This is an optimization exercise on Yosys and OpenROAD, whose aim is small area, not a production implementation. The RTL was checked by simulation tests, not by an equivalence proof against the original design. The clock input has no modelled driver; a real chip could not lean on it and would need a root buffer or a full tree. No activity file was given, so power comes from the tool's default toggle rates.

==> flow/design.v <==
module My_game(input logic clk,rst,SW1,SW2,SW3,
					 output logic LEDR,LEDR2,LEDR3,LEDR4,LEDR5,LEDR6,LEDR7,LEDR8,LEDR9,LEDR10,
					 output logic HEX00,HEX01,HEX02,HEX03,HEX04,HEX05,HEX06,HEX07,
					 output logic HEX10,HEX11,HEX12,HEX13,HEX14,HEX15,HEX16,HEX17,
					 output logic HEX20,HEX21,HEX22,HEX23,HEX24,HEX25,HEX26,HEX27);
assign LEDR=rst;
assign LEDR2=SW1;
assign LEDR3=SW2;
assign LEDR4=SW3;
assign {LEDR6,LEDR7,LEDR8,LEDR9,LEDR10}=5'b0;
localparam logic [18:0] T_START = 19'h74017;  
localparam logic [18:0] T_END   = 19'h113cd;  
localparam logic [18:0] T_MASK  = 19'h76fef;  
logic [18:0] timer;
wire tick = ((timer ^ T_END) & T_MASK) == 19'd0;
wire restart = !rst || tick;
wire fb = timer[18] ^ timer[12] ^ 1'b1;
always_ff @(posedge clk)
	if (restart) timer <= T_START;
	else timer <= {~timer[17:0], fb};
logic [3:0] dig1;
logic [3:0] dig2;
logic [3:0] dig3;
function automatic logic [3:0] nxt(input logic [3:0] v);
	case (v)
	4'h0: nxt = 4'h1;
	4'h1: nxt = 4'h2;
	4'h2: nxt = 4'h3;
	4'h3: nxt = 4'h4;
	4'h4: nxt = 4'h5;
	4'h5: nxt = 4'h6;
	4'h6: nxt = 4'h7;
	4'h7: nxt = 4'h8;
	4'h8: nxt = 4'h9;
	4'h9: nxt = 4'ha;
	4'ha: nxt = 4'hb;
	4'hb: nxt = 4'hc;
	4'hc: nxt = 4'hd;
	4'hd: nxt = 4'he;
	4'he: nxt = 4'hf;
	4'hf: nxt = 4'h0;
	endcase
endfunction
function automatic logic [7:0] seg(input logic [3:0] v);
	case (v)
	4'h0: seg = 8'b00000010;
	4'h1: seg = 8'b10011110;
	4'h2: seg = 8'b00100100;
	4'h3: seg = 8'b00001100;
	4'h4: seg = 8'b10011000;
	4'h5: seg = 8'b01001000;
	4'h6: seg = 8'b01000000;
	4'h7: seg = 8'b00011110;
	4'h8: seg = 8'b00000000;
	4'h9: seg = 8'b00001000;
	4'ha: seg = 8'b00010000;
	4'hb: seg = 8'b11000000;
	4'hc: seg = 8'b01100010;
	4'hd: seg = 8'b10000100;
	4'he: seg = 8'b01100000;
	4'hf: seg = 8'b01110000;
	endcase
endfunction
always_ff @(posedge clk)
	if (!rst) dig1 <= 4'h0;
	else if (tick && (!SW1 || dig1 == 4'hf)) dig1 <= nxt(dig1);
always_ff @(posedge clk)
	if (!rst) dig2 <= 4'h0;
	else if (tick && (!SW2 || dig2 == 4'hf)) dig2 <= nxt(dig2);
always_ff @(posedge clk)
	if (!rst) dig3 <= 4'h0;
	else if (tick && (!SW3 || dig3 == 4'hf)) dig3 <= nxt(dig3);
assign LEDR5 = SW1 && SW2 && SW3 && dig1 == dig2 && dig2 == dig3;
assign {HEX00,HEX01,HEX02,HEX03,HEX04,HEX05,HEX06,HEX07} = seg(dig1);
assign {HEX10,HEX11,HEX12,HEX13,HEX14,HEX15,HEX16,HEX17} = seg(dig2);
assign {HEX20,HEX21,HEX22,HEX23,HEX24,HEX25,HEX26,HEX27} = seg(dig3);
endmodule
export LEC_CHECK = 0
export CAP_MARGIN = 20
export CORE_MARGIN = 2
export CORE_UTILIZATION = 40
export GPL_TIMING_DRIVEN = 0
export SLEW_MARGIN = 20
create_clock -name core_clock -period 10.0 [get_ports {clk}]
standard.sh (not shown) runs the stock make flow with config.mk's settings and CLKGATE_MAP_FILE= SYNTH_SCRIPT=/design/flow/synth_recipe.tcl, a recipe that flattens the netlist after the stock synthesis.
==> flow/flow/run.sh <==
#!/bin/bash
# Own layout flow: the standard synthesis, its combinational logic re-mapped for area
# (best of a few ABC scripts), then the standard ORFS layout with minimum-size port
# buffers, a single clock buffer (flow/cts_pre.tcl) and one tie cell for all constant outputs.
set -euo pipefail
W=$(pwd)
F=$W/flow
RES=$W/orfs/results/sky130hd/My_game/base
PLAT=$FLOW_HOME/platforms/sky130hd
export LIB=$PLAT/lib/sky130_fd_sc_hd__tt_025C_1v80.lib

# 1. standard synthesis (unchanged)
bash standard.sh synth > $W/1_std_synth.log 2>&1
cp $RES/1_2_yosys.v $W/std_synth.v

# 2. re-map the combinational logic; keep the smallest result
export TOP=$FLOW_TOP IN_V=$W/std_synth.v
export KEEP_CELLS="sky130_fd_sc_hd__dfxtp_1 sky130_fd_sc_hd__conb_1"
export DU_ARGS=$(make -s -C $FLOW_HOME DESIGN_CONFIG=$W/config.mk print-DONT_USE_CELLS 2>/dev/null | sed -E 's/^DONT_USE_CELLS *[:=] *//' | tr ' ' '\n' | grep . | sed 's/^/-dont_use /' | tr '\n' ' ')
export PERIOD_PS=$(python3 -c "print(int(float('$FLOW_PERIOD_NS')*1000))")
printf 'set_driving_cell sky130_fd_sc_hd__buf_1\nset_load 5\n' > $W/abc.constr
export CONSTR=$W/abc.constr
remap_one() {
  local s=$1 n
  n=$(basename $s .script)
  ABC_SCRIPT=$s OUT_V=$W/remap_$n.v yosys -c $F/remap.tcl > $W/2_remap_$n.log 2>&1 || true
}
export -f remap_one
export W F
ls $F/abc_*.script | xargs -P ${NUM_CORES:-4} -I{} bash -c 'remap_one {}'
best=""; best_area=""
for s in $F/abc_*.script; do
  n=$(basename $s .script)
  OUT_V=$W/remap_$n.v
  [[ -f $OUT_V.stat ]] || continue
  a=$(grep 'Chip area' $OUT_V.stat | tail -1 | awk '{print $NF}')
  echo "$n $a" >> $W/remap_areas.txt
  if [[ -z "$best" ]] || python3 -c "import sys; sys.exit(0 if $a < $best_area else 1)"; then best=$OUT_V; best_area=$a; fi
done
echo "chosen: $best $best_area" >> $W/remap_areas.txt
if [[ -n "$best" ]]; then
  cp $best $RES/1_2_yosys.v
  rm -f $RES/1_synth.odb $RES/1_synth.sdc
fi

# 3. layout
export BUFFER_PORTS_ARGS="-buffer_cell sky130_fd_sc_hd__buf_1"
export SKIP_REPAIR_TIE_FANOUT=1
export PRE_CTS_TCL=$F/cts_pre.tcl CLOCK_BUF_CELL=sky130_fd_sc_hd__clkbuf_16
bash standard.sh finish > $W/3_layout.log 2>&1
==> flow/flow/cts_pre.tcl <==
# Clock tree for a small design: one clock buffer, placed at the centre of the
# flip-flops, drives every flip-flop clock pin (so all registers see the same
# clock arrival). Replaces the H-tree that clock_tree_synthesis would build.
proc clock_tree_synthesis { args } {
  set block [ord::get_db_block]
  set sx 0.0
  set sy 0.0
  set n 0
  foreach inst [$block getInsts] {
    if { [[$inst getMaster] isSequential] } {
      set bb [$inst getBBox]
      set sx [expr { $sx + ([$bb xMin] + [$bb xMax]) / 2.0 }]
      set sy [expr { $sy + ([$bb yMin] + [$bb yMax]) / 2.0 }]
      incr n
    }
  }
  set dbu [$block getDbUnitsPerMicron]
  set x [expr { $sx / $n / $dbu }]
  set y [expr { $sy / $n / $dbu }]
  puts "clock buffer $::env(CLOCK_BUF_CELL) at ($x, $y) for $n flip-flops"
  insert_buffer -buffer_cell $::env(CLOCK_BUF_CELL) -net clk -location [list $x $y] \
    -buffer_name clkbuf_root -net_name clk_root
  set_propagated_clock [all_clocks]
}
Other scripts of this flow, unchanged in this note and not shown: flow/flow/abc_ds1.script, flow/flow/abc_ds1x2.script, flow/flow/abc_ds2.script, flow/flow/abc_ds2x2.script, flow/flow/abc_ds3.script, flow/flow/abc_ds4.script, flow/flow/abc_dsf.script, flow/flow/abc_map3.script, flow/flow/remap.tcl
The starting point completed with no timing, DRC or antenna violations.
==> next run, changes <==
--- a/flow/flow/run.sh
+++ b/flow/flow/run.sh
@@ -3,3 +3,3 @@
 # (best of a few ABC scripts), then the standard ORFS layout with minimum-size port
-# buffers, a single clock buffer (flow/cts_pre.tcl) and one tie cell for all constant outputs.
+# buffers and a small clock tree.
 set -euo pipefail
@@ -47,4 +47,3 @@
 export BUFFER_PORTS_ARGS="-buffer_cell sky130_fd_sc_hd__buf_1"
-export SKIP_REPAIR_TIE_FANOUT=1
-export PRE_CTS_TCL=$F/cts_pre.tcl CLOCK_BUF_CELL=sky130_fd_sc_hd__clkbuf_16
+export CTS_ARGS="-sink_clustering_enable -repair_clock_nets -dont_use_dummy_load -buf_list sky130_fd_sc_hd__clkbuf_4 -sink_clustering_size 40 -sink_clustering_max_diameter 200"
 bash standard.sh finish > $W/3_layout.log 2>&1
--- a/flow/config.mk
+++ b/flow/config.mk
@@ -10,3 +10,2 @@
 export CORE_UTILIZATION = 40
-export GPL_TIMING_DRIVEN = 0
 export SLEW_MARGIN = 20
removed: flow/flow/cts_pre.tcl
Outcome: Power climbs by 4.1%; setup slack is worse by 0.20 ns; area after synthesis does not change; combinational power grows by about 2%; sequential power stays flat; core utilization came out higher by 1.4 points; worst hold slack got worse by 0.0035 ns.
==> next run, changes <==
--- a/flow/flow/run.sh
+++ b/flow/flow/run.sh
@@ -3,3 +3,3 @@
 # (best of a few ABC scripts), then the standard ORFS layout with minimum-size port
-# buffers and a small clock tree.
+# buffers and a single clock buffer (flow/cts_pre.tcl).
 set -euo pipefail
@@ -47,3 +47,3 @@
 export BUFFER_PORTS_ARGS="-buffer_cell sky130_fd_sc_hd__buf_1"
-export CTS_ARGS="-sink_clustering_enable -repair_clock_nets -dont_use_dummy_load -buf_list sky130_fd_sc_hd__clkbuf_4 -sink_clustering_size 40 -sink_clustering_max_diameter 200"
+export PRE_CTS_TCL=$F/cts_pre.tcl CLOCK_BUF_CELL=sky130_fd_sc_hd__clkbuf_16
 bash standard.sh finish > $W/3_layout.log 2>&1
==> flow/flow/cts_pre.tcl (new file) <==
# Clock tree for a small design: one clock buffer, placed at the centre of the
# flip-flops, drives every flip-flop clock pin (so all registers see the same
# clock arrival). Replaces the H-tree that clock_tree_synthesis would build.
proc clock_tree_synthesis { args } {
  set block [ord::get_db_block]
  set sx 0.0
  set sy 0.0
  set n 0
  foreach inst [$block getInsts] {
    if { [[$inst getMaster] isSequential] } {
      set bb [$inst getBBox]
      set sx [expr { $sx + ([$bb xMin] + [$bb xMax]) / 2.0 }]
      set sy [expr { $sy + ([$bb yMin] + [$bb yMax]) / 2.0 }]
      incr n
    }
  }
  set dbu [$block getDbUnitsPerMicron]
  set x [expr { $sx / $n / $dbu }]
  set y [expr { $sy / $n / $dbu }]
  puts "clock buffer $::env(CLOCK_BUF_CELL) at ($x, $y) for $n flip-flops"
  insert_buffer -buffer_cell $::env(CLOCK_BUF_CELL) -net clk -location [list $x $y] \
    -buffer_name clkbuf_root -net_name clk_root
  set_propagated_clock [all_clocks]
}
--- a/flow/config.mk
+++ b/flow/config.mk
@@ -10,2 +10,3 @@
 export CORE_UTILIZATION = 40
+export GPL_TIMING_DRIVEN = 0
 export SLEW_MARGIN = 20
Effect:
- The new run finished clean
- clock power is lower by 15%
- power came out lower by 4.4%
- setup slack gets better by 0.20 ns
- wire length shrinks by 0.53%
- die area is unchanged
- utilization decreases by 0.60 points
- final cell count fell by 1.9%
- first-iteration DRC count falls by 17%
- sequential cell count is unchanged
- combinational power stays flat
- worst hold slack improved by 0.0085 ns
The clock cells of the first and third runs of this note come from the design's own scripts or RTL, not from TritonCTS.

[re-timing with driven ports]
The flow's constraints put no driver on any port. The routed layouts listed below were extracted and timed again, unchanged, in two steps. Step 1 sets driving cells, clkbuf_16 on the clock port and buf_2 on the other inputs (assumed; they add their load-dependent delay and slew). Step 2 moves the port delays by t, midway between the first and last clock arrival at a register: inputs arrive t later, outputs are due t later. That takes back most of the time a late clock gives input paths. a / b / c = ideal ports / drivers / drivers and shift; a / b = the first two.
run | t (ns) | setup WS [ns] | hold WS [ns] | worst setup path at the end
the first run | 0.199 | 5.223 / 5.195 / 5.340 | 0.376 / 0.376 / 0.376 | input to output
the second run | 0.334 | 5.024 / 5.003 / 5.326 | 0.373 / 0.373 / 0.373 | input to output
the third run | 0.196 | 5.227 / 5.199 / 5.359 | 0.381 / 0.381 / 0.381 | input to output
After both steps every run listed still meets setup and hold.
